Background: an optimization exercise with open tools, aiming at small area and a short achievable clock period. Do not read the settings as production practice. The RTL of this run was laid out without a check of its function. Power is estimated from default activity; no workload was simulated.

$ cat config.mk
export PLATFORM = sky130hd
export DESIGN_NAME = ArithmaticUnit
export DESIGN_NICKNAME = ArithmaticUnit
export VERILOG_FILES = /design/flow/design.v
export SDC_FILE = /design/flow/constraint.sdc
export NUM_CORES = 4
export LEC_CHECK = 0
export CAP_MARGIN = 20
export CORE_MARGIN = 2
export CORE_UTILIZATION = 60
export SETUP_SLACK_MARGIN = 2.5
export SLEW_MARGIN = 20
export SYNTH_HIERARCHICAL = 1
export SYNTH_MINIMUM_KEEP_SIZE = 0
$ cat flow/run.sh
#!/bin/bash
# Standard ORFS layout, with smaller port buffers and free cell resizing.
set -euo pipefail
bash standard.sh MATCH_CELL_FOOTPRINT=0 ABC_LOAD_IN_FF=1 "BUFFER_PORTS_ARGS=-buffer_cell sky130_fd_sc_hd__buf_1" finish > make_finish.log 2>&1
$ cat standard.sh
#!/bin/bash
# synth_recipe.tcl (not shown) runs the flow's synth.tcl, then flattens the netlist and writes it again
# the make line also repeats each setting of config.mk as NAME=value (left out here)
make -C /OpenROAD-flow-scripts/flow DESIGN_CONFIG=/design/flow/config.mk WORK_HOME=/design/flow/orfs CLKGATE_MAP_FILE= SYNTH_SCRIPT=/design/flow/synth_recipe.tcl "${@:-finish}"
$ cat design.v
`timescale 1ns / 1ps
`default_nettype none
module ArithmaticUnit(
		input wire clock_i, isWb_i, enable_i,
		input wire [4:0] wbAddress_i,
		input wire [6:0] opCode_i,
		input wire [15:0] pOperand_i, sOperand_i,
		output reg wbEnable_o,
		output reg [4:0] wbAddress_o,
		output reg [15:0] wbData_o,
		output reg [1:0] statusWriteback_o  
    );
	wire [15:0] P = pOperand_i;
	wire [15:0] S = sOperand_i;
	wire mul = opCode_i[1] & opCode_i[0];
	wire sub = opCode_i[1] & ~opCode_i[0];
	wire as  = opCode_i[1] ^ opCode_i[0];
	wire [7:0] one, two, neg;
	wire [15:0] Sg = S & {16{mul}};
	assign one[0] = opCode_i[0] ? (~opCode_i[1] | P[0]) : opCode_i[1];
	assign two[0] = opCode_i[1] & opCode_i[0] & P[1] & ~P[0];
	assign neg[0] = opCode_i[1] & (~opCode_i[0] | P[1]);
	genvar k;
	generate for (k = 1; k < 8; k = k + 1) begin : enc
		assign one[k] = P[2*k] ^ P[2*k-1];
		assign two[k] = (P[2*k+1] & ~P[2*k] & ~P[2*k-1]) | (~P[2*k+1] & P[2*k] & P[2*k-1]);
		assign neg[k] = mul & P[2*k+1];
	end endgenerate
	wire pp0_0_n; pa_nand2 u_pp0_0_n (.a(one[0]), .b(S[0]), .y(pp0_0_n));
	wire pp0_0; pa_xnor2 u_pp0_0 (.a(pp0_0_n), .b(neg[0]), .y(pp0_0));
	wire pp0_1_n; pa_aoi22 u_pp0_1_n (.a(one[0]), .b(S[1]), .c(two[0]), .d(S[0]), .y(pp0_1_n));
	wire pp0_1; pa_xnor2 u_pp0_1 (.a(pp0_1_n), .b(neg[0]), .y(pp0_1));
	wire pp0_2_n; pa_aoi22 u_pp0_2_n (.a(one[0]), .b(S[2]), .c(two[0]), .d(S[1]), .y(pp0_2_n));
	wire pp0_2; pa_xnor2 u_pp0_2 (.a(pp0_2_n), .b(neg[0]), .y(pp0_2));
	wire pp0_3_n; pa_aoi22 u_pp0_3_n (.a(one[0]), .b(S[3]), .c(two[0]), .d(S[2]), .y(pp0_3_n));
	wire pp0_3; pa_xnor2 u_pp0_3 (.a(pp0_3_n), .b(neg[0]), .y(pp0_3));
	wire pp0_4_n; pa_aoi22 u_pp0_4_n (.a(one[0]), .b(S[4]), .c(two[0]), .d(S[3]), .y(pp0_4_n));
	wire pp0_4; pa_xnor2 u_pp0_4 (.a(pp0_4_n), .b(neg[0]), .y(pp0_4));
	wire pp0_5_n; pa_aoi22 u_pp0_5_n (.a(one[0]), .b(S[5]), .c(two[0]), .d(S[4]), .y(pp0_5_n));
	wire pp0_5; pa_xnor2 u_pp0_5 (.a(pp0_5_n), .b(neg[0]), .y(pp0_5));
	wire pp0_6_n; pa_aoi22 u_pp0_6_n (.a(one[0]), .b(S[6]), .c(two[0]), .d(S[5]), .y(pp0_6_n));
	wire pp0_6; pa_xnor2 u_pp0_6 (.a(pp0_6_n), .b(neg[0]), .y(pp0_6));
	wire pp0_7_n; pa_aoi22 u_pp0_7_n (.a(one[0]), .b(S[7]), .c(two[0]), .d(S[6]), .y(pp0_7_n));
	wire pp0_7; pa_xnor2 u_pp0_7 (.a(pp0_7_n), .b(neg[0]), .y(pp0_7));
	wire pp0_8_n; pa_aoi22 u_pp0_8_n (.a(one[0]), .b(S[8]), .c(two[0]), .d(S[7]), .y(pp0_8_n));
	wire pp0_8; pa_xnor2 u_pp0_8 (.a(pp0_8_n), .b(neg[0]), .y(pp0_8));
	wire pp0_9_n; pa_aoi22 u_pp0_9_n (.a(one[0]), .b(S[9]), .c(two[0]), .d(S[8]), .y(pp0_9_n));
	wire pp0_9; pa_xnor2 u_pp0_9 (.a(pp0_9_n), .b(neg[0]), .y(pp0_9));
	wire pp0_10_n; pa_aoi22 u_pp0_10_n (.a(one[0]), .b(S[10]), .c(two[0]), .d(S[9]), .y(pp0_10_n));
	wire pp0_10; pa_xnor2 u_pp0_10 (.a(pp0_10_n), .b(neg[0]), .y(pp0_10));
	wire pp0_11_n; pa_aoi22 u_pp0_11_n (.a(one[0]), .b(S[11]), .c(two[0]), .d(S[10]), .y(pp0_11_n));
	wire pp0_11; pa_xnor2 u_pp0_11 (.a(pp0_11_n), .b(neg[0]), .y(pp0_11));
	wire pp0_12_n; pa_aoi22 u_pp0_12_n (.a(one[0]), .b(S[12]), .c(two[0]), .d(S[11]), .y(pp0_12_n));
	wire pp0_12; pa_xnor2 u_pp0_12 (.a(pp0_12_n), .b(neg[0]), .y(pp0_12));
	wire pp0_13_n; pa_aoi22 u_pp0_13_n (.a(one[0]), .b(S[13]), .c(two[0]), .d(S[12]), .y(pp0_13_n));
	wire pp0_13; pa_xnor2 u_pp0_13 (.a(pp0_13_n), .b(neg[0]), .y(pp0_13));
	wire pp0_14_n; pa_aoi22 u_pp0_14_n (.a(one[0]), .b(S[14]), .c(two[0]), .d(S[13]), .y(pp0_14_n));
	wire pp0_14; pa_xnor2 u_pp0_14 (.a(pp0_14_n), .b(neg[0]), .y(pp0_14));
	wire pp0_15_n; pa_aoi22 u_pp0_15_n (.a(one[0]), .b(S[15]), .c(two[0]), .d(S[14]), .y(pp0_15_n));
	wire pp0_15; pa_xnor2 u_pp0_15 (.a(pp0_15_n), .b(neg[0]), .y(pp0_15));
	wire ng0 = neg[0];
	wire pp1_2_n; pa_aoi22 u_pp1_2_n (.a(one[1]), .b(Sg[0]), .c(as), .d(P[2]), .y(pp1_2_n));
	wire pp1_2; pa_xnor2 u_pp1_2 (.a(pp1_2_n), .b(neg[1]), .y(pp1_2));
	wire pp1_3_n; pa_aoi222 u_pp1_3_n (.a(one[1]), .b(Sg[1]), .c(two[1]), .d(Sg[0]), .e(as), .f(P[3]), .y(pp1_3_n));
	wire pp1_3; pa_xnor2 u_pp1_3 (.a(pp1_3_n), .b(neg[1]), .y(pp1_3));
	wire pp1_4_n; pa_aoi222 u_pp1_4_n (.a(one[1]), .b(Sg[2]), .c(two[1]), .d(Sg[1]), .e(as), .f(P[4]), .y(pp1_4_n));
	wire pp1_4; pa_xnor2 u_pp1_4 (.a(pp1_4_n), .b(neg[1]), .y(pp1_4));
	wire pp1_5_n; pa_aoi222 u_pp1_5_n (.a(one[1]), .b(Sg[3]), .c(two[1]), .d(Sg[2]), .e(as), .f(P[5]), .y(pp1_5_n));
	wire pp1_5; pa_xnor2 u_pp1_5 (.a(pp1_5_n), .b(neg[1]), .y(pp1_5));
	wire pp1_6_n; pa_aoi222 u_pp1_6_n (.a(one[1]), .b(Sg[4]), .c(two[1]), .d(Sg[3]), .e(as), .f(P[6]), .y(pp1_6_n));
	wire pp1_6; pa_xnor2 u_pp1_6 (.a(pp1_6_n), .b(neg[1]), .y(pp1_6));
	wire pp1_7_n; pa_aoi222 u_pp1_7_n (.a(one[1]), .b(Sg[5]), .c(two[1]), .d(Sg[4]), .e(as), .f(P[7]), .y(pp1_7_n));
	wire pp1_7; pa_xnor2 u_pp1_7 (.a(pp1_7_n), .b(neg[1]), .y(pp1_7));
	wire pp1_8_n; pa_aoi222 u_pp1_8_n (.a(one[1]), .b(Sg[6]), .c(two[1]), .d(Sg[5]), .e(as), .f(P[8]), .y(pp1_8_n));
	wire pp1_8; pa_xnor2 u_pp1_8 (.a(pp1_8_n), .b(neg[1]), .y(pp1_8));
	wire pp1_9_n; pa_aoi222 u_pp1_9_n (.a(one[1]), .b(Sg[7]), .c(two[1]), .d(Sg[6]), .e(as), .f(P[9]), .y(pp1_9_n));
	wire pp1_9; pa_xnor2 u_pp1_9 (.a(pp1_9_n), .b(neg[1]), .y(pp1_9));
	wire pp1_10_n; pa_aoi222 u_pp1_10_n (.a(one[1]), .b(Sg[8]), .c(two[1]), .d(Sg[7]), .e(as), .f(P[10]), .y(pp1_10_n));
	wire pp1_10; pa_xnor2 u_pp1_10 (.a(pp1_10_n), .b(neg[1]), .y(pp1_10));
	wire pp1_11_n; pa_aoi222 u_pp1_11_n (.a(one[1]), .b(Sg[9]), .c(two[1]), .d(Sg[8]), .e(as), .f(P[11]), .y(pp1_11_n));
	wire pp1_11; pa_xnor2 u_pp1_11 (.a(pp1_11_n), .b(neg[1]), .y(pp1_11));
	wire pp1_12_n; pa_aoi222 u_pp1_12_n (.a(one[1]), .b(Sg[10]), .c(two[1]), .d(Sg[9]), .e(as), .f(P[12]), .y(pp1_12_n));
	wire pp1_12; pa_xnor2 u_pp1_12 (.a(pp1_12_n), .b(neg[1]), .y(pp1_12));
	wire pp1_13_n; pa_aoi222 u_pp1_13_n (.a(one[1]), .b(Sg[11]), .c(two[1]), .d(Sg[10]), .e(as), .f(P[13]), .y(pp1_13_n));
	wire pp1_13; pa_xnor2 u_pp1_13 (.a(pp1_13_n), .b(neg[1]), .y(pp1_13));
	wire pp1_14_n; pa_aoi222 u_pp1_14_n (.a(one[1]), .b(Sg[12]), .c(two[1]), .d(Sg[11]), .e(as), .f(P[14]), .y(pp1_14_n));
	wire pp1_14; pa_xnor2 u_pp1_14 (.a(pp1_14_n), .b(neg[1]), .y(pp1_14));
	wire pp1_15_n; pa_aoi222 u_pp1_15_n (.a(one[1]), .b(Sg[13]), .c(two[1]), .d(Sg[12]), .e(as), .f(P[15]), .y(pp1_15_n));
	wire pp1_15; pa_xnor2 u_pp1_15 (.a(pp1_15_n), .b(neg[1]), .y(pp1_15));
	wire ng1 = neg[1];
	wire pp2_4_n; pa_nand2 u_pp2_4_n (.a(one[2]), .b(Sg[0]), .y(pp2_4_n));
	wire pp2_4; pa_xnor2 u_pp2_4 (.a(pp2_4_n), .b(neg[2]), .y(pp2_4));
	wire pp2_5_n; pa_aoi22 u_pp2_5_n (.a(one[2]), .b(Sg[1]), .c(two[2]), .d(Sg[0]), .y(pp2_5_n));
	wire pp2_5; pa_xnor2 u_pp2_5 (.a(pp2_5_n), .b(neg[2]), .y(pp2_5));
	wire pp2_6_n; pa_aoi22 u_pp2_6_n (.a(one[2]), .b(Sg[2]), .c(two[2]), .d(Sg[1]), .y(pp2_6_n));
	wire pp2_6; pa_xnor2 u_pp2_6 (.a(pp2_6_n), .b(neg[2]), .y(pp2_6));
	wire pp2_7_n; pa_aoi22 u_pp2_7_n (.a(one[2]), .b(Sg[3]), .c(two[2]), .d(Sg[2]), .y(pp2_7_n));
	wire pp2_7; pa_xnor2 u_pp2_7 (.a(pp2_7_n), .b(neg[2]), .y(pp2_7));
	wire pp2_8_n; pa_aoi22 u_pp2_8_n (.a(one[2]), .b(Sg[4]), .c(two[2]), .d(Sg[3]), .y(pp2_8_n));
	wire pp2_8; pa_xnor2 u_pp2_8 (.a(pp2_8_n), .b(neg[2]), .y(pp2_8));
	wire pp2_9_n; pa_aoi22 u_pp2_9_n (.a(one[2]), .b(Sg[5]), .c(two[2]), .d(Sg[4]), .y(pp2_9_n));
	wire pp2_9; pa_xnor2 u_pp2_9 (.a(pp2_9_n), .b(neg[2]), .y(pp2_9));
	wire pp2_10_n; pa_aoi22 u_pp2_10_n (.a(one[2]), .b(Sg[6]), .c(two[2]), .d(Sg[5]), .y(pp2_10_n));
	wire pp2_10; pa_xnor2 u_pp2_10 (.a(pp2_10_n), .b(neg[2]), .y(pp2_10));
	wire pp2_11_n; pa_aoi22 u_pp2_11_n (.a(one[2]), .b(Sg[7]), .c(two[2]), .d(Sg[6]), .y(pp2_11_n));
	wire pp2_11; pa_xnor2 u_pp2_11 (.a(pp2_11_n), .b(neg[2]), .y(pp2_11));
	wire pp2_12_n; pa_aoi22 u_pp2_12_n (.a(one[2]), .b(Sg[8]), .c(two[2]), .d(Sg[7]), .y(pp2_12_n));
	wire pp2_12; pa_xnor2 u_pp2_12 (.a(pp2_12_n), .b(neg[2]), .y(pp2_12));
	wire pp2_13_n; pa_aoi22 u_pp2_13_n (.a(one[2]), .b(Sg[9]), .c(two[2]), .d(Sg[8]), .y(pp2_13_n));
	wire pp2_13; pa_xnor2 u_pp2_13 (.a(pp2_13_n), .b(neg[2]), .y(pp2_13));
	wire pp2_14_n; pa_aoi22 u_pp2_14_n (.a(one[2]), .b(Sg[10]), .c(two[2]), .d(Sg[9]), .y(pp2_14_n));
	wire pp2_14; pa_xnor2 u_pp2_14 (.a(pp2_14_n), .b(neg[2]), .y(pp2_14));
	wire pp2_15_n; pa_aoi22 u_pp2_15_n (.a(one[2]), .b(Sg[11]), .c(two[2]), .d(Sg[10]), .y(pp2_15_n));
	wire pp2_15; pa_xnor2 u_pp2_15 (.a(pp2_15_n), .b(neg[2]), .y(pp2_15));
	wire ng2 = neg[2];
	wire pp3_6_n; pa_nand2 u_pp3_6_n (.a(one[3]), .b(Sg[0]), .y(pp3_6_n));
	wire pp3_6; pa_xnor2 u_pp3_6 (.a(pp3_6_n), .b(neg[3]), .y(pp3_6));
	wire pp3_7_n; pa_aoi22 u_pp3_7_n (.a(one[3]), .b(Sg[1]), .c(two[3]), .d(Sg[0]), .y(pp3_7_n));
	wire pp3_7; pa_xnor2 u_pp3_7 (.a(pp3_7_n), .b(neg[3]), .y(pp3_7));
	wire pp3_8_n; pa_aoi22 u_pp3_8_n (.a(one[3]), .b(Sg[2]), .c(two[3]), .d(Sg[1]), .y(pp3_8_n));
	wire pp3_8; pa_xnor2 u_pp3_8 (.a(pp3_8_n), .b(neg[3]), .y(pp3_8));
	wire pp3_9_n; pa_aoi22 u_pp3_9_n (.a(one[3]), .b(Sg[3]), .c(two[3]), .d(Sg[2]), .y(pp3_9_n));
	wire pp3_9; pa_xnor2 u_pp3_9 (.a(pp3_9_n), .b(neg[3]), .y(pp3_9));
	wire pp3_10_n; pa_aoi22 u_pp3_10_n (.a(one[3]), .b(Sg[4]), .c(two[3]), .d(Sg[3]), .y(pp3_10_n));
	wire pp3_10; pa_xnor2 u_pp3_10 (.a(pp3_10_n), .b(neg[3]), .y(pp3_10));
	wire pp3_11_n; pa_aoi22 u_pp3_11_n (.a(one[3]), .b(Sg[5]), .c(two[3]), .d(Sg[4]), .y(pp3_11_n));
	wire pp3_11; pa_xnor2 u_pp3_11 (.a(pp3_11_n), .b(neg[3]), .y(pp3_11));
	wire pp3_12_n; pa_aoi22 u_pp3_12_n (.a(one[3]), .b(Sg[6]), .c(two[3]), .d(Sg[5]), .y(pp3_12_n));
	wire pp3_12; pa_xnor2 u_pp3_12 (.a(pp3_12_n), .b(neg[3]), .y(pp3_12));
	wire pp3_13_n; pa_aoi22 u_pp3_13_n (.a(one[3]), .b(Sg[7]), .c(two[3]), .d(Sg[6]), .y(pp3_13_n));
	wire pp3_13; pa_xnor2 u_pp3_13 (.a(pp3_13_n), .b(neg[3]), .y(pp3_13));
	wire pp3_14_n; pa_aoi22 u_pp3_14_n (.a(one[3]), .b(Sg[8]), .c(two[3]), .d(Sg[7]), .y(pp3_14_n));
	wire pp3_14; pa_xnor2 u_pp3_14 (.a(pp3_14_n), .b(neg[3]), .y(pp3_14));
	wire pp3_15_n; pa_aoi22 u_pp3_15_n (.a(one[3]), .b(Sg[9]), .c(two[3]), .d(Sg[8]), .y(pp3_15_n));
	wire pp3_15; pa_xnor2 u_pp3_15 (.a(pp3_15_n), .b(neg[3]), .y(pp3_15));
	wire ng3 = neg[3];
	wire pp4_8_n; pa_nand2 u_pp4_8_n (.a(one[4]), .b(Sg[0]), .y(pp4_8_n));
	wire pp4_8; pa_xnor2 u_pp4_8 (.a(pp4_8_n), .b(neg[4]), .y(pp4_8));
	wire pp4_9_n; pa_aoi22 u_pp4_9_n (.a(one[4]), .b(Sg[1]), .c(two[4]), .d(Sg[0]), .y(pp4_9_n));
	wire pp4_9; pa_xnor2 u_pp4_9 (.a(pp4_9_n), .b(neg[4]), .y(pp4_9));
	wire pp4_10_n; pa_aoi22 u_pp4_10_n (.a(one[4]), .b(Sg[2]), .c(two[4]), .d(Sg[1]), .y(pp4_10_n));
	wire pp4_10; pa_xnor2 u_pp4_10 (.a(pp4_10_n), .b(neg[4]), .y(pp4_10));
	wire pp4_11_n; pa_aoi22 u_pp4_11_n (.a(one[4]), .b(Sg[3]), .c(two[4]), .d(Sg[2]), .y(pp4_11_n));
	wire pp4_11; pa_xnor2 u_pp4_11 (.a(pp4_11_n), .b(neg[4]), .y(pp4_11));
	wire pp4_12_n; pa_aoi22 u_pp4_12_n (.a(one[4]), .b(Sg[4]), .c(two[4]), .d(Sg[3]), .y(pp4_12_n));
	wire pp4_12; pa_xnor2 u_pp4_12 (.a(pp4_12_n), .b(neg[4]), .y(pp4_12));
	wire pp4_13_n; pa_aoi22 u_pp4_13_n (.a(one[4]), .b(Sg[5]), .c(two[4]), .d(Sg[4]), .y(pp4_13_n));
	wire pp4_13; pa_xnor2 u_pp4_13 (.a(pp4_13_n), .b(neg[4]), .y(pp4_13));
	wire pp4_14_n; pa_aoi22 u_pp4_14_n (.a(one[4]), .b(Sg[6]), .c(two[4]), .d(Sg[5]), .y(pp4_14_n));
	wire pp4_14; pa_xnor2 u_pp4_14 (.a(pp4_14_n), .b(neg[4]), .y(pp4_14));
	wire pp4_15_n; pa_aoi22 u_pp4_15_n (.a(one[4]), .b(Sg[7]), .c(two[4]), .d(Sg[6]), .y(pp4_15_n));
	wire pp4_15; pa_xnor2 u_pp4_15 (.a(pp4_15_n), .b(neg[4]), .y(pp4_15));
	wire ng4 = neg[4];
	wire pp5_10_n; pa_nand2 u_pp5_10_n (.a(one[5]), .b(Sg[0]), .y(pp5_10_n));
	wire pp5_10; pa_xnor2 u_pp5_10 (.a(pp5_10_n), .b(neg[5]), .y(pp5_10));
	wire pp5_11_n; pa_aoi22 u_pp5_11_n (.a(one[5]), .b(Sg[1]), .c(two[5]), .d(Sg[0]), .y(pp5_11_n));
	wire pp5_11; pa_xnor2 u_pp5_11 (.a(pp5_11_n), .b(neg[5]), .y(pp5_11));
	wire pp5_12_n; pa_aoi22 u_pp5_12_n (.a(one[5]), .b(Sg[2]), .c(two[5]), .d(Sg[1]), .y(pp5_12_n));
	wire pp5_12; pa_xnor2 u_pp5_12 (.a(pp5_12_n), .b(neg[5]), .y(pp5_12));
	wire pp5_13_n; pa_aoi22 u_pp5_13_n (.a(one[5]), .b(Sg[3]), .c(two[5]), .d(Sg[2]), .y(pp5_13_n));
	wire pp5_13; pa_xnor2 u_pp5_13 (.a(pp5_13_n), .b(neg[5]), .y(pp5_13));
	wire pp5_14_n; pa_aoi22 u_pp5_14_n (.a(one[5]), .b(Sg[4]), .c(two[5]), .d(Sg[3]), .y(pp5_14_n));
	wire pp5_14; pa_xnor2 u_pp5_14 (.a(pp5_14_n), .b(neg[5]), .y(pp5_14));
	wire pp5_15_n; pa_aoi22 u_pp5_15_n (.a(one[5]), .b(Sg[5]), .c(two[5]), .d(Sg[4]), .y(pp5_15_n));
	wire pp5_15; pa_xnor2 u_pp5_15 (.a(pp5_15_n), .b(neg[5]), .y(pp5_15));
	wire ng5 = neg[5];
	wire pp6_12_n; pa_nand2 u_pp6_12_n (.a(one[6]), .b(Sg[0]), .y(pp6_12_n));
	wire pp6_12; pa_xnor2 u_pp6_12 (.a(pp6_12_n), .b(neg[6]), .y(pp6_12));
	wire pp6_13_n; pa_aoi22 u_pp6_13_n (.a(one[6]), .b(Sg[1]), .c(two[6]), .d(Sg[0]), .y(pp6_13_n));
	wire pp6_13; pa_xnor2 u_pp6_13 (.a(pp6_13_n), .b(neg[6]), .y(pp6_13));
	wire pp6_14_n; pa_aoi22 u_pp6_14_n (.a(one[6]), .b(Sg[2]), .c(two[6]), .d(Sg[1]), .y(pp6_14_n));
	wire pp6_14; pa_xnor2 u_pp6_14 (.a(pp6_14_n), .b(neg[6]), .y(pp6_14));
	wire pp6_15_n; pa_aoi22 u_pp6_15_n (.a(one[6]), .b(Sg[3]), .c(two[6]), .d(Sg[2]), .y(pp6_15_n));
	wire pp6_15; pa_xnor2 u_pp6_15 (.a(pp6_15_n), .b(neg[6]), .y(pp6_15));
	wire ng6 = neg[6];
	wire pp7_14_n; pa_nand2 u_pp7_14_n (.a(one[7]), .b(Sg[0]), .y(pp7_14_n));
	wire pp7_14; pa_xnor2 u_pp7_14 (.a(pp7_14_n), .b(neg[7]), .y(pp7_14));
	wire pp7_15_n; pa_aoi22 u_pp7_15_n (.a(one[7]), .b(Sg[1]), .c(two[7]), .d(Sg[0]), .y(pp7_15_n));
	wire pp7_15; pa_xnor2 u_pp7_15 (.a(pp7_15_n), .b(neg[7]), .y(pp7_15));
	wire ng7 = neg[7];
	wire xp0 = as & P[0];
	wire xp1 = as & P[1];
	wire hs0, hc0; pa_xor2 u_hs0 (.a(ng5), .b(pp2_10), .y(hs0)); pa_and2 u_hc0 (.a(ng5), .b(pp2_10), .y(hc0));
	wire hs1, hc1; pa_xor2 u_hs1 (.a(pp2_11), .b(pp3_11), .y(hs1)); pa_and2 u_hc1 (.a(pp2_11), .b(pp3_11), .y(hc1));
	wire hs2, hc2; pa_xor2 u_hs2 (.a(ng6), .b(pp2_12), .y(hs2)); pa_and2 u_hc2 (.a(ng6), .b(pp2_12), .y(hc2));
	wire fs0_x, fs0, fc0; pa_xor2 u_fs0_x (.a(pp3_12), .b(pp4_12), .y(fs0_x)); pa_xor2 u_fs0 (.a(fs0_x), .b(pp5_12), .y(fs0)); pa_maj3 u_fc0 (.a(pp3_12), .b(pp4_12), .c(pp5_12), .y(fc0));
	wire hs3, hc3; pa_xor2 u_hs3 (.a(pp2_13), .b(pp3_13), .y(hs3)); pa_and2 u_hc3 (.a(pp2_13), .b(pp3_13), .y(hc3));
	wire fs1_x, fs1, fc1; pa_xor2 u_fs1_x (.a(pp4_13), .b(pp5_13), .y(fs1_x)); pa_xor2 u_fs1 (.a(fs1_x), .b(pp6_13), .y(fs1)); pa_maj3 u_fc1 (.a(pp4_13), .b(pp5_13), .c(pp6_13), .y(fc1));
	wire hs4, hc4; pa_xor2 u_hs4 (.a(ng7), .b(pp2_14), .y(hs4)); pa_and2 u_hc4 (.a(ng7), .b(pp2_14), .y(hc4));
	wire fs2_x, fs2, fc2; pa_xor2 u_fs2_x (.a(pp3_14), .b(pp4_14), .y(fs2_x)); pa_xor2 u_fs2 (.a(fs2_x), .b(pp0_14), .y(fs2)); pa_maj3 u_fc2 (.a(pp3_14), .b(pp4_14), .c(pp0_14), .y(fc2));
	wire fs3_x, fs3, fc3; pa_xor2 u_fs3_x (.a(pp5_14), .b(pp6_14), .y(fs3_x)); pa_xor2 u_fs3 (.a(fs3_x), .b(pp7_14), .y(fs3)); pa_maj3 u_fc3 (.a(pp5_14), .b(pp6_14), .c(pp7_14), .y(fc3));
	wire hs5, hc5; pa_xor2 u_hs5 (.a(pp2_15), .b(pp3_15), .y(hs5)); pa_and2 u_hc5 (.a(pp2_15), .b(pp3_15), .y(hc5));
	wire fs4_x, fs4, fc4; pa_xor2 u_fs4_x (.a(pp4_15), .b(pp5_15), .y(fs4_x)); pa_xor2 u_fs4 (.a(fs4_x), .b(pp1_15), .y(fs4)); pa_maj3 u_fc4 (.a(pp4_15), .b(pp5_15), .c(pp1_15), .y(fc4));
	wire fs5_x, fs5, fc5; pa_xor2 u_fs5_x (.a(pp6_15), .b(pp7_15), .y(fs5_x)); pa_xor2 u_fs5 (.a(fs5_x), .b(pp0_15), .y(fs5)); pa_maj3 u_fc5 (.a(pp6_15), .b(pp7_15), .c(pp0_15), .y(fc5));
	wire hs6, hc6; pa_xor2 u_hs6 (.a(ng3), .b(pp2_6), .y(hs6)); pa_and2 u_hc6 (.a(ng3), .b(pp2_6), .y(hc6));
	wire hs7, hc7; pa_xor2 u_hs7 (.a(pp2_7), .b(pp3_7), .y(hs7)); pa_and2 u_hc7 (.a(pp2_7), .b(pp3_7), .y(hc7));
	wire hs8, hc8; pa_xor2 u_hs8 (.a(ng4), .b(pp2_8), .y(hs8)); pa_and2 u_hc8 (.a(ng4), .b(pp2_8), .y(hc8));
	wire fs6_x, fs6, fc6; pa_xor2 u_fs6_x (.a(pp3_8), .b(pp4_8), .y(fs6_x)); pa_xor2 u_fs6 (.a(fs6_x), .b(pp0_8), .y(fs6)); pa_maj3 u_fc6 (.a(pp3_8), .b(pp4_8), .c(pp0_8), .y(fc6));
	wire hs9, hc9; pa_xor2 u_hs9 (.a(pp2_9), .b(pp3_9), .y(hs9)); pa_and2 u_hc9 (.a(pp2_9), .b(pp3_9), .y(hc9));
	wire fs7_x, fs7, fc7; pa_xor2 u_fs7_x (.a(pp4_9), .b(pp0_9), .y(fs7_x)); pa_xor2 u_fs7 (.a(fs7_x), .b(pp1_9), .y(fs7)); pa_maj3 u_fc7 (.a(pp4_9), .b(pp0_9), .c(pp1_9), .y(fc7));
	wire fs8_x, fs8, fc8; pa_xor2 u_fs8_x (.a(pp3_10), .b(pp4_10), .y(fs8_x)); pa_xor2 u_fs8 (.a(fs8_x), .b(hs0), .y(fs8)); pa_maj3 u_fc8 (.a(pp3_10), .b(pp4_10), .c(hs0), .y(fc8));
	wire fs9_x, fs9, fc9; pa_xor2 u_fs9_x (.a(pp5_10), .b(pp0_10), .y(fs9_x)); pa_xor2 u_fs9 (.a(fs9_x), .b(pp1_10), .y(fs9)); pa_maj3 u_fc9 (.a(pp5_10), .b(pp0_10), .c(pp1_10), .y(fc9));
	wire fs10_x, fs10, fc10; pa_xor2 u_fs10_x (.a(pp4_11), .b(pp5_11), .y(fs10_x)); pa_xor2 u_fs10 (.a(fs10_x), .b(hs1), .y(fs10)); pa_maj3 u_fc10 (.a(pp4_11), .b(pp5_11), .c(hs1), .y(fc10));
	wire fs11_x, fs11, fc11; pa_xor2 u_fs11_x (.a(pp0_11), .b(pp1_11), .y(fs11_x)); pa_xor2 u_fs11 (.a(fs11_x), .b(hc0), .y(fs11)); pa_maj3 u_fc11 (.a(pp0_11), .b(pp1_11), .c(hc0), .y(fc11));
	wire fs12_x, fs12, fc12; pa_xor2 u_fs12_x (.a(pp6_12), .b(pp0_12), .y(fs12_x)); pa_xor2 u_fs12 (.a(fs12_x), .b(fs0), .y(fs12)); pa_maj3 u_fc12 (.a(pp6_12), .b(pp0_12), .c(fs0), .y(fc12));
	wire fs13_x, fs13, fc13; pa_xor2 u_fs13_x (.a(pp1_12), .b(hc1), .y(fs13_x)); pa_xor2 u_fs13 (.a(fs13_x), .b(hs2), .y(fs13)); pa_maj3 u_fc13 (.a(pp1_12), .b(hc1), .c(hs2), .y(fc13));
	wire fs14_x, fs14, fc14; pa_xor2 u_fs14_x (.a(pp0_13), .b(pp1_13), .y(fs14_x)); pa_xor2 u_fs14 (.a(fs14_x), .b(fs1), .y(fs14)); pa_maj3 u_fc14 (.a(pp0_13), .b(pp1_13), .c(fs1), .y(fc14));
	wire fs15_x, fs15, fc15; pa_xor2 u_fs15_x (.a(hc2), .b(hs3), .y(fs15_x)); pa_xor2 u_fs15 (.a(fs15_x), .b(fc0), .y(fs15)); pa_maj3 u_fc15 (.a(hc2), .b(hs3), .c(fc0), .y(fc15));
	wire fs16_x, fs16, fc16; pa_xor2 u_fs16_x (.a(pp1_14), .b(hc3), .y(fs16_x)); pa_xor2 u_fs16 (.a(fs16_x), .b(fs3), .y(fs16)); pa_maj3 u_fc16 (.a(pp1_14), .b(hc3), .c(fs3), .y(fc16));
	wire fs17_x, fs17, fc17; pa_xor2 u_fs17_x (.a(hs4), .b(fc1), .y(fs17_x)); pa_xor2 u_fs17 (.a(fs17_x), .b(fs2), .y(fs17)); pa_maj3 u_fc17 (.a(hs4), .b(fc1), .c(fs2), .y(fc17));
	wire fs18_x, fs18, fc18; pa_xor2 u_fs18_x (.a(hc4), .b(hs5), .y(fs18_x)); pa_xor2 u_fs18 (.a(fs18_x), .b(fc2), .y(fs18)); pa_maj3 u_fc18 (.a(hc4), .b(hs5), .c(fc2), .y(fc18));
	wire fs19_x, fs19, fc19; pa_xor2 u_fs19_x (.a(fc3), .b(fs4), .y(fs19_x)); pa_xor2 u_fs19 (.a(fs19_x), .b(fs5), .y(fs19)); pa_maj3 u_fc19 (.a(fc3), .b(fs4), .c(fs5), .y(fc19));
	wire hs10, hc10; pa_xor2 u_hs10 (.a(ng2), .b(pp2_4), .y(hs10)); pa_and2 u_hc10 (.a(ng2), .b(pp2_4), .y(hc10));
	wire hs11, hc11; pa_xor2 u_hs11 (.a(pp2_5), .b(pp0_5), .y(hs11)); pa_and2 u_hc11 (.a(pp2_5), .b(pp0_5), .y(hc11));
	wire fs20_x, fs20, fc20; pa_xor2 u_fs20_x (.a(pp3_6), .b(pp0_6), .y(fs20_x)); pa_xor2 u_fs20 (.a(fs20_x), .b(pp1_6), .y(fs20)); pa_maj3 u_fc20 (.a(pp3_6), .b(pp0_6), .c(pp1_6), .y(fc20));
	wire fs21_x, fs21, fc21; pa_xor2 u_fs21_x (.a(pp0_7), .b(pp1_7), .y(fs21_x)); pa_xor2 u_fs21 (.a(fs21_x), .b(hc6), .y(fs21)); pa_maj3 u_fc21 (.a(pp0_7), .b(pp1_7), .c(hc6), .y(fc21));
	wire fs22_x, fs22, fc22; pa_xor2 u_fs22_x (.a(pp1_8), .b(hc7), .y(fs22_x)); pa_xor2 u_fs22 (.a(fs22_x), .b(hs8), .y(fs22)); pa_maj3 u_fc22 (.a(pp1_8), .b(hc7), .c(hs8), .y(fc22));
	wire fs23_x, fs23, fc23; pa_xor2 u_fs23_x (.a(hc8), .b(hs9), .y(fs23_x)); pa_xor2 u_fs23 (.a(fs23_x), .b(fc6), .y(fs23)); pa_maj3 u_fc23 (.a(hc8), .b(hs9), .c(fc6), .y(fc23));
	wire fs24_x, fs24, fc24; pa_xor2 u_fs24_x (.a(hc9), .b(fc7), .y(fs24_x)); pa_xor2 u_fs24 (.a(fs24_x), .b(fs8), .y(fs24)); pa_maj3 u_fc24 (.a(hc9), .b(fc7), .c(fs8), .y(fc24));
	wire fs25_x, fs25, fc25; pa_xor2 u_fs25_x (.a(fc9), .b(fs10), .y(fs25_x)); pa_xor2 u_fs25 (.a(fs25_x), .b(fs11), .y(fs25)); pa_maj3 u_fc25 (.a(fc9), .b(fs10), .c(fs11), .y(fc25));
	wire fs26_x, fs26, fc26; pa_xor2 u_fs26_x (.a(fc11), .b(fc10), .y(fs26_x)); pa_xor2 u_fs26 (.a(fs26_x), .b(fs13), .y(fs26)); pa_maj3 u_fc26 (.a(fc11), .b(fc10), .c(fs13), .y(fc26));
	wire fs27_x, fs27, fc27; pa_xor2 u_fs27_x (.a(fc13), .b(fs14), .y(fs27_x)); pa_xor2 u_fs27 (.a(fs27_x), .b(fs15), .y(fs27)); pa_maj3 u_fc27 (.a(fc13), .b(fs14), .c(fs15), .y(fc27));
	wire fs28_x, fs28, fc28; pa_xor2 u_fs28_x (.a(fs16), .b(fc15), .y(fs28_x)); pa_xor2 u_fs28 (.a(fs28_x), .b(fc14), .y(fs28)); pa_maj3 u_fc28 (.a(fs16), .b(fc15), .c(fc14), .y(fc28));
	wire fs29_x, fs29, fc29; pa_xor2 u_fs29_x (.a(fs18), .b(fc16), .y(fs29_x)); pa_xor2 u_fs29 (.a(fs29_x), .b(fc17), .y(fs29)); pa_maj3 u_fc29 (.a(fs18), .b(fc16), .c(fc17), .y(fc29));
	wire hs12, hc12; pa_xor2 u_hs12 (.a(xp0), .b(ng0), .y(hs12)); pa_and2 u_hc12 (.a(xp0), .b(ng0), .y(hc12));
	wire hs13, hc13; pa_xor2 u_hs13 (.a(xp1), .b(pp0_1), .y(hs13)); pa_and2 u_hc13 (.a(xp1), .b(pp0_1), .y(hc13));
	wire fs30_x, fs30, fc30; pa_xor2 u_fs30_x (.a(ng1), .b(pp0_2), .y(fs30_x)); pa_xor2 u_fs30 (.a(fs30_x), .b(pp1_2), .y(fs30)); pa_maj3 u_fc30 (.a(ng1), .b(pp0_2), .c(pp1_2), .y(fc30));
	wire hs14, hc14; pa_xor2 u_hs14 (.a(pp0_3), .b(pp1_3), .y(hs14)); pa_and2 u_hc14 (.a(pp0_3), .b(pp1_3), .y(hc14));
	wire fs31_x, fs31, fc31; pa_xor2 u_fs31_x (.a(pp0_4), .b(pp1_4), .y(fs31_x)); pa_xor2 u_fs31 (.a(fs31_x), .b(hs10), .y(fs31)); pa_maj3 u_fc31 (.a(pp0_4), .b(pp1_4), .c(hs10), .y(fc31));
	wire fs32_x, fs32, fc32; pa_xor2 u_fs32_x (.a(pp1_5), .b(hc10), .y(fs32_x)); pa_xor2 u_fs32 (.a(fs32_x), .b(hs11), .y(fs32)); pa_maj3 u_fc32 (.a(pp1_5), .b(hc10), .c(hs11), .y(fc32));
	wire fs33_x, fs33, fc33; pa_xor2 u_fs33_x (.a(hs6), .b(hc11), .y(fs33_x)); pa_xor2 u_fs33 (.a(fs33_x), .b(fs20), .y(fs33)); pa_maj3 u_fc33 (.a(hs6), .b(hc11), .c(fs20), .y(fc33));
	wire fs34_x, fs34, fc34; pa_xor2 u_fs34_x (.a(hs7), .b(fc20), .y(fs34_x)); pa_xor2 u_fs34 (.a(fs34_x), .b(fs21), .y(fs34)); pa_maj3 u_fc34 (.a(hs7), .b(fc20), .c(fs21), .y(fc34));
	wire fs35_x, fs35, fc35; pa_xor2 u_fs35_x (.a(fs6), .b(fc21), .y(fs35_x)); pa_xor2 u_fs35 (.a(fs35_x), .b(fs22), .y(fs35)); pa_maj3 u_fc35 (.a(fs6), .b(fc21), .c(fs22), .y(fc35));
	wire fs36_x, fs36, fc36; pa_xor2 u_fs36_x (.a(fs7), .b(fc22), .y(fs36_x)); pa_xor2 u_fs36 (.a(fs36_x), .b(fs23), .y(fs36)); pa_maj3 u_fc36 (.a(fs7), .b(fc22), .c(fs23), .y(fc36));
	wire fs37_x, fs37, fc37; pa_xor2 u_fs37_x (.a(fs9), .b(fc23), .y(fs37_x)); pa_xor2 u_fs37 (.a(fs37_x), .b(fs24), .y(fs37)); pa_maj3 u_fc37 (.a(fs9), .b(fc23), .c(fs24), .y(fc37));
	wire fs38_x, fs38, fc38; pa_xor2 u_fs38_x (.a(fc8), .b(fc24), .y(fs38_x)); pa_xor2 u_fs38 (.a(fs38_x), .b(fs25), .y(fs38)); pa_maj3 u_fc38 (.a(fc8), .b(fc24), .c(fs25), .y(fc38));
	wire fs39_x, fs39, fc39; pa_xor2 u_fs39_x (.a(fs12), .b(fc25), .y(fs39_x)); pa_xor2 u_fs39 (.a(fs39_x), .b(fs26), .y(fs39)); pa_maj3 u_fc39 (.a(fs12), .b(fc25), .c(fs26), .y(fc39));
	wire fs40_x, fs40, fc40; pa_xor2 u_fs40_x (.a(fc12), .b(fc26), .y(fs40_x)); pa_xor2 u_fs40 (.a(fs40_x), .b(fs27), .y(fs40)); pa_maj3 u_fc40 (.a(fc12), .b(fc26), .c(fs27), .y(fc40));
	wire fs41_x, fs41, fc41; pa_xor2 u_fs41_x (.a(fs17), .b(fc27), .y(fs41_x)); pa_xor2 u_fs41 (.a(fs41_x), .b(fs28), .y(fs41)); pa_maj3 u_fc41 (.a(fs17), .b(fc27), .c(fs28), .y(fc41));
	wire fs42_x, fs42, fc42; pa_xor2 u_fs42_x (.a(fs19), .b(fc28), .y(fs42_x)); pa_xor2 u_fs42 (.a(fs42_x), .b(fs29), .y(fs42)); pa_maj3 u_fc42 (.a(fs19), .b(fc28), .c(fs29), .y(fc42));
	wire [15:0] ra = {fc41, fc40, fc39, fc38, fc37, fc36, fc35, fc34, fc33, fc32, fc31, hc14, fc30, hc13, hc12, hs12};
	wire [15:0] rb = {fs42, fs41, fs40, fs39, fs38, fs37, fs36, fs35, fs34, fs33, fs32, fs31, hs14, fs30, hs13, pp0_0};
	wire [15:0] g0, p0;
	pa_xor2 u_p0_0 (.a(ra[0]), .b(rb[0]), .y(p0[0])); pa_and2 u_g0_0 (.a(ra[0]), .b(rb[0]), .y(g0[0]));
	pa_xor2 u_p0_1 (.a(ra[1]), .b(rb[1]), .y(p0[1])); pa_and2 u_g0_1 (.a(ra[1]), .b(rb[1]), .y(g0[1]));
	pa_xor2 u_p0_2 (.a(ra[2]), .b(rb[2]), .y(p0[2])); pa_and2 u_g0_2 (.a(ra[2]), .b(rb[2]), .y(g0[2]));
	pa_xor2 u_p0_3 (.a(ra[3]), .b(rb[3]), .y(p0[3])); pa_and2 u_g0_3 (.a(ra[3]), .b(rb[3]), .y(g0[3]));
	pa_xor2 u_p0_4 (.a(ra[4]), .b(rb[4]), .y(p0[4])); pa_and2 u_g0_4 (.a(ra[4]), .b(rb[4]), .y(g0[4]));
	pa_xor2 u_p0_5 (.a(ra[5]), .b(rb[5]), .y(p0[5])); pa_and2 u_g0_5 (.a(ra[5]), .b(rb[5]), .y(g0[5]));
	pa_xor2 u_p0_6 (.a(ra[6]), .b(rb[6]), .y(p0[6])); pa_and2 u_g0_6 (.a(ra[6]), .b(rb[6]), .y(g0[6]));
	pa_xor2 u_p0_7 (.a(ra[7]), .b(rb[7]), .y(p0[7])); pa_and2 u_g0_7 (.a(ra[7]), .b(rb[7]), .y(g0[7]));
	pa_xor2 u_p0_8 (.a(ra[8]), .b(rb[8]), .y(p0[8])); pa_and2 u_g0_8 (.a(ra[8]), .b(rb[8]), .y(g0[8]));
	pa_xor2 u_p0_9 (.a(ra[9]), .b(rb[9]), .y(p0[9])); pa_and2 u_g0_9 (.a(ra[9]), .b(rb[9]), .y(g0[9]));
	pa_xor2 u_p0_10 (.a(ra[10]), .b(rb[10]), .y(p0[10])); pa_and2 u_g0_10 (.a(ra[10]), .b(rb[10]), .y(g0[10]));
	pa_xor2 u_p0_11 (.a(ra[11]), .b(rb[11]), .y(p0[11])); pa_and2 u_g0_11 (.a(ra[11]), .b(rb[11]), .y(g0[11]));
	pa_xor2 u_p0_12 (.a(ra[12]), .b(rb[12]), .y(p0[12])); pa_and2 u_g0_12 (.a(ra[12]), .b(rb[12]), .y(g0[12]));
	pa_xor2 u_p0_13 (.a(ra[13]), .b(rb[13]), .y(p0[13])); pa_and2 u_g0_13 (.a(ra[13]), .b(rb[13]), .y(g0[13]));
	pa_xor2 u_p0_14 (.a(ra[14]), .b(rb[14]), .y(p0[14])); pa_and2 u_g0_14 (.a(ra[14]), .b(rb[14]), .y(g0[14]));
	pa_xor2 u_p0_15 (.a(ra[15]), .b(rb[15]), .y(p0[15])); pa_and2 u_g0_15 (.a(ra[15]), .b(rb[15]), .y(g0[15]));
	wire g1_1 = g0[1] | (p0[1] & g0[0]);
	wire g1_3 = g0[3] | (p0[3] & g0[2]);
	wire p1_3 = p0[3] & p0[2];
	wire g1_5 = g0[5] | (p0[5] & g0[4]);
	wire p1_5 = p0[5] & p0[4];
	wire g1_7 = g0[7] | (p0[7] & g0[6]);
	wire p1_7 = p0[7] & p0[6];
	wire g1_9 = g0[9] | (p0[9] & g0[8]);
	wire p1_9 = p0[9] & p0[8];
	wire g1_11 = g0[11] | (p0[11] & g0[10]);
	wire p1_11 = p0[11] & p0[10];
	wire g1_13 = g0[13] | (p0[13] & g0[12]);
	wire p1_13 = p0[13] & p0[12];
	wire g1_15 = g0[15] | (p0[15] & g0[14]);
	wire p1_15 = p0[15] & p0[14];
	wire g2_2 = g0[2] | (p0[2] & g1_1);
	wire g2_3 = g1_3 | (p1_3 & g1_1);
	wire g2_6 = g0[6] | (p0[6] & g1_5);
	wire p2_6 = p0[6] & p1_5;
	wire g2_7 = g1_7 | (p1_7 & g1_5);
	wire p2_7 = p1_7 & p1_5;
	wire g2_10 = g0[10] | (p0[10] & g1_9);
	wire p2_10 = p0[10] & p1_9;
	wire g2_11 = g1_11 | (p1_11 & g1_9);
	wire p2_11 = p1_11 & p1_9;
	wire g2_14 = g0[14] | (p0[14] & g1_13);
	wire p2_14 = p0[14] & p1_13;
	wire g2_15 = g1_15 | (p1_15 & g1_13);
	wire p2_15 = p1_15 & p1_13;
	wire g3_4 = g0[4] | (p0[4] & g2_3);
	wire g3_5 = g1_5 | (p1_5 & g2_3);
	wire g3_6 = g2_6 | (p2_6 & g2_3);
	wire g3_7 = g2_7 | (p2_7 & g2_3);
	wire g3_12 = g0[12] | (p0[12] & g2_11);
	wire p3_12 = p0[12] & p2_11;
	wire g3_13 = g1_13 | (p1_13 & g2_11);
	wire p3_13 = p1_13 & p2_11;
	wire g3_14 = g2_14 | (p2_14 & g2_11);
	wire p3_14 = p2_14 & p2_11;
	wire g3_15 = g2_15 | (p2_15 & g2_11);
	wire p3_15 = p2_15 & p2_11;
	wire g4_8 = g0[8] | (p0[8] & g3_7);
	wire g4_9 = g1_9 | (p1_9 & g3_7);
	wire g4_10 = g2_10 | (p2_10 & g3_7);
	wire g4_11 = g2_11 | (p2_11 & g3_7);
	wire g4_12 = g3_12 | (p3_12 & g3_7);
	wire g4_13 = g3_13 | (p3_13 & g3_7);
	wire g4_14 = g3_14 | (p3_14 & g3_7);
	wire g4_15 = g3_15 | (p3_15 & g3_7);
	wire [16:0] sum;
	assign sum[0] = p0[0];
	pa_xor2 u_sum_1 (.a(p0[1]), .b(g0[0]), .y(sum[1]));
	pa_xor2 u_sum_2 (.a(p0[2]), .b(g1_1), .y(sum[2]));
	pa_xor2 u_sum_3 (.a(p0[3]), .b(g2_2), .y(sum[3]));
	pa_xor2 u_sum_4 (.a(p0[4]), .b(g2_3), .y(sum[4]));
	pa_xor2 u_sum_5 (.a(p0[5]), .b(g3_4), .y(sum[5]));
	pa_xor2 u_sum_6 (.a(p0[6]), .b(g3_5), .y(sum[6]));
	pa_xor2 u_sum_7 (.a(p0[7]), .b(g3_6), .y(sum[7]));
	pa_xor2 u_sum_8 (.a(p0[8]), .b(g3_7), .y(sum[8]));
	pa_xor2 u_sum_9 (.a(p0[9]), .b(g4_8), .y(sum[9]));
	pa_xor2 u_sum_10 (.a(p0[10]), .b(g4_9), .y(sum[10]));
	pa_xor2 u_sum_11 (.a(p0[11]), .b(g4_10), .y(sum[11]));
	pa_xor2 u_sum_12 (.a(p0[12]), .b(g4_11), .y(sum[12]));
	pa_xor2 u_sum_13 (.a(p0[13]), .b(g4_12), .y(sum[13]));
	pa_xor2 u_sum_14 (.a(p0[14]), .b(g4_13), .y(sum[14]));
	pa_xor2 u_sum_15 (.a(p0[15]), .b(g4_14), .y(sum[15]));
	assign sum[16] = g4_15;
	wire cout = sum[16] | hc5 | fc4 | fc5 | fc18 | fc19 | fc29 | fc42;
	wire arith = ~|opCode_i[6:2];
	always @(posedge clock_i)
	begin
		if (enable_i)
		begin
			wbEnable_o <= isWb_i & |opCode_i;
			wbAddress_o <= wbAddress_i;
			if (arith) wbData_o <= sum[15:0];
			if (arith & as) statusWriteback_o <= {~opCode_i[1] & cout, opCode_i[1] & ~cout};
		end
	end
endmodule
module pa_aoi22(input wire a, b, c, d, output wire y);
	assign y = ~((a & b) | (c & d));
endmodule
module pa_aoi222(input wire a, b, c, d, e, f, output wire y);
	assign y = ~((a & b) | (c & d) | (e & f));
endmodule
module pa_nand2(input wire a, b, output wire y);
	assign y = ~(a & b);
endmodule
module pa_xnor2(input wire a, b, output wire y);
	assign y = ~(a ^ b);
endmodule
module pa_xor2(input wire a, b, output wire y);
	assign y = a ^ b;
endmodule
module pa_and2(input wire a, b, output wire y);
	assign y = a & b;
endmodule
module pa_maj3(input wire a, b, c, output wire y);
	assign y = (a & b) | (a & c) | (b & c);
endmodule
module pa_nor2(input wire a, b, output wire y);
	assign y = ~(a | b);
endmodule
module pa_inv(input wire a, output wire y);
	assign y = ~a;
endmodule
module pa_aoi21(input wire a1, a2, b1, output wire y);
	assign y = ~((a1 & a2) | b1);
endmodule
module pa_oai21(input wire a1, a2, b1, output wire y);
	assign y = ~((a1 | a2) & b1);
endmodule
module pa_fa(input wire a, b, c, output wire s, co);
	assign s = a ^ b ^ c;
	assign co = (a & b) | (a & c) | (b & c);
endmodule
module pa_ha(input wire a, b, output wire s, co);
	assign s = a ^ b;
	assign co = a & b;
endmodule
$ cat constraint.sdc
create_clock -name core_clock -period 8.0 [get_ports {clock_i}]
set_input_delay 1.6000 -clock core_clock [delete_from_list [all_inputs] [get_ports {clock_i}]]
set_output_delay 1.6000 -clock core_clock [all_outputs]
set_load 0.01 [all_outputs]
==> impl_metrics.env <==
export IMPL_cts_tree="done"
export IMPL_peakVddDrop_v=0.0001282
export IMPL_maxSlewViolCount=0
export IMPL_rsz0062_at_grt="false"
export IMPL_post_route_period_util_pct=65.02
export IMPL_yosys_warnings=7
export IMPL_worstMarginPinSlew_ns=0.7866
export IMPL_wl_um=10830
export IMPL_drv_cap=0
export IMPL_p_total_mw=1.178
export IMPL_top_level_ports=71
export IMPL_clock_sinks=24
export IMPL_placed_cell_area_um2=4836
export IMPL_critPathCaptureType="register"
export IMPL_cp_data_required_time_ns=8.02
export IMPL_die_x_um=89.97
export IMPL_vias=3898
export IMPL_routed_via_density=5.951
export IMPL_p_leak_nw=1.998
export IMPL_gp_congestion=0.9352
export IMPL_start_kind="input port"
export IMPL_start_util_pct=61.46
export IMPL_core_area_um2=7214
export IMPL_setup_viol=0
export IMPL_final_common_cell="xor2_1"
export IMPL_n_antenna_cell=0
export IMPL_grt_pass1_wl_um=17310
export IMPL_synthesis_area_um2=4434
export IMPL_syn_mean_instance_area_um2=9.238
export IMPL_initialDrtViolationCount=352
export IMPL_drive_gt1_share_pct=14.93
export IMPL_portBuffers=70
export IMPL_cts_made_buffers=3
export IMPL_dieArea_um2=8094
export IMPL_synth_distinct_cells=30
export IMPL_maxSlewHeadroom_pct=47.56
export IMPL_ys_seq_area_share_pct=16.25
export IMPL_crit_type="in2reg"
export IMPL_power_per_cell_area_nw_per_um2=232.0
export IMPL_drc=0
export IMPL_cts_path_max_buffers=2
export IMPL_cts_root_buf="clkbuf_8"
export IMPL_final_area_um2=5077
export IMPL_track_usage_pct=25.93
export IMPL_synth_cells=480
export IMPL_drtAntennaViolNets=0
export IMPL_synthFlopType="edfxtp_1"
export IMPL_grt_max_degree=23
export IMPL_finalCriticalPeriod_ns=5.202
export IMPL_cp_max_fo=14
export IMPL_fmax_mhz=192.2
export IMPL_clkTransAtPathRegs_ns=0.10
export IMPL_areaGrowthSynthToFinish_pct=14.50
export IMPL_synth_top_area_cell="xor2_1"
export IMPL_fin_tns_setup_ns=0
export IMPL_synth_edff_count=24
export IMPL_overflow=0
export IMPL_fp_dieH_um=89.97
export IMPL_layout_nets=606
export IMPL_layout_common_cells="xor2_1, xnor2_1, buf_1, a22oi_1, maj3_2"
export IMPL_holdCritPathClass="in2reg"
export IMPL_status="no timing/DRC/antenna violations"
export IMPL_cp_arrival_ns=5.22
export IMPL_hold_violations=0
export IMPL_yosys_area_top_type_share_pct=27.45
export IMPL_rows=31
export IMPL_synthArstFlopShare_pct=0
export IMPL_htreeDepth=1
export IMPL_grt_pass1_vias=3634
export IMPL_route_detailed_wl_per_inst_um=16.54
export IMPL_dr_pass1_iters=9
export IMPL_synth_seq_cells=24
export IMPL_antenna_found_initial=0
export IMPL_synthTopCellsByArea="xor2_1, edfxtp_1, xnor2_1"
export IMPL_hpwlAfterDp_um=8556
export IMPL_syn_nets=529
timing repair:
action                     4_1_cts  5_1_grt
setup endpoints to repair        6        7
pin swaps                        0        2
buffers inserted                 0        1
cloned                           0        0
resized for setup               22       32
hold buffers                     0        0
worst paths after layout:
| kind | startpoint | to | slack [ns] | cells after the start |
|---|---|---|---|---|
| setup / recovery | pOperand_i[1] | wbData_o[14] | 2.80 | 15 |
| hold / removal | wbAddress_i[4] | wbAddress_o[4] | 1.48 | 1 |
cells by family (layout without fill, tap and decap cells):
kind of cell,after synthesis,count (layout),synth area share (%)
adder cells (fa/ha/maj),45,45,11.48
XOR/XNOR,211,211,41.68
AO/OA/AOI/OAI,100,100,17.41
AND/OR/NAND/NOR,94,94,12.67
buffers and inverters,6,82,0.5079
flip-flops,24,24,16.25
cell type report:
cell class	instances	area (µm²)
Fill cell	602	2137
Multi-Input combinational cell	450	3850
Inverter	4	15.01
Clock buffer	3	41.29
Tap cell	99	123.9
Timing Repair Buffer	74	296.5
Clock inverter	1	30.03
Sequential cell	24	720.7
Yosys stat by module (local to each module, per instance):
module,cell area (µm²),cells inside,times used
ArithmaticUnit,1423,130,1
pa_maj3,11.26,1,43
pa_aoi222,10.01,1,13
pa_xnor2,8.758,1,72
pa_xor2,8.758,1,132
pa_aoi22,7.507,1,52
pa_and2,6.256,1,31
pa_nand2,3.754,1,7
report_power, final:
group / total (mW) / leakage (nW) / internal (mW) / switching [mW]
Sequential: 0.193 / 0.219 / 0.192 / 0.00118
Clock: 0.110 / 0.0357 / 0.0670 / 0.0429
Combinational: 0.875 / 1.74 / 0.365 / 0.510
per-stage QoR:
step	util, %	std cells	hold slack [ns]	setup WS, ns
6_report	70.38	655	1.485	2.798
5_1_grt	70.38	655	1.493	2.478
4_1_cts	68.49	654	1.481	2.502
3_5_place_dp	67.03	650	1.771	1.792
3_3_place_gp	67.03	650	1.770	1.932
2_1_floorplan	-	480	1.699	2.548
routing by layer:
layer | wire, µm | GRT usage [%] | vias to the layer above
met5 | 0 | 0 | -
met4 | 152 | 5.000 | 0
met3 | 762 | 2.850 | 21
met2 | 5289 | 46.09 | 174
met1 | 4629 | 34.29 | 1812
li1 | - | - | 1891
sequential cells by signal, indices dropped and copies added (netlist names):
name,count
wbAddress_o,5
statusWriteback_o,2
wbData_o,16
wbEnable_o,1
critical path: stages:
cell and delay (ns):
buf_1 0.23, xor2_2 0.59, a222oi_1 0.27, xnor2_1 0.22
maj3_2 0.36, maj3_2 0.33, xor2_1 0.18, xor2_1 0.27
xor2_2 0.14, a21oi_1 0.16, o21ai_1 0.12, a21o_1 0.20
a21o_1 0.21, a21o_1 0.19, xor2_1 0.15
cells in the mapped netlist (all sizes together), types with 4 or more instances:
master / instances
a21o: 10
a21oi: 7
a222oi: 13
a22oi: 52
and2: 56
edfxtp: 24
inv: 4
maj3: 43
nand2: 11
nand2b: 8
nand3b: 7
nor2: 4
o21ai: 10
xnor2: 72
xor2: 139

==> port drivers added, routing unchanged <==
The results above use ideal ports. As a check the final layout listed here was re-extracted and re-timed, cells and wires unchanged. Step 1: set_driving_cell puts a clkbuf_16 on clock_i and a buf_2 on each other input, an assumption about the parent block. Step 2 also shifts input and output timing later by t, the mid clock arrival at the registers, as if the neighbouring blocks saw the same clock. a / b / c = ideal ports / drivers / drivers and shift; a / b = the first two.
t, ns: 0.299
slack for setup (ns): 2.798 / 2.805 / 2.506
worst setup path after step 2: input to register
After both steps setup and hold are still met in this run. For this run, drivers alone change the setup slack by +0.007 ns; drivers and shift together by -0.292 ns.
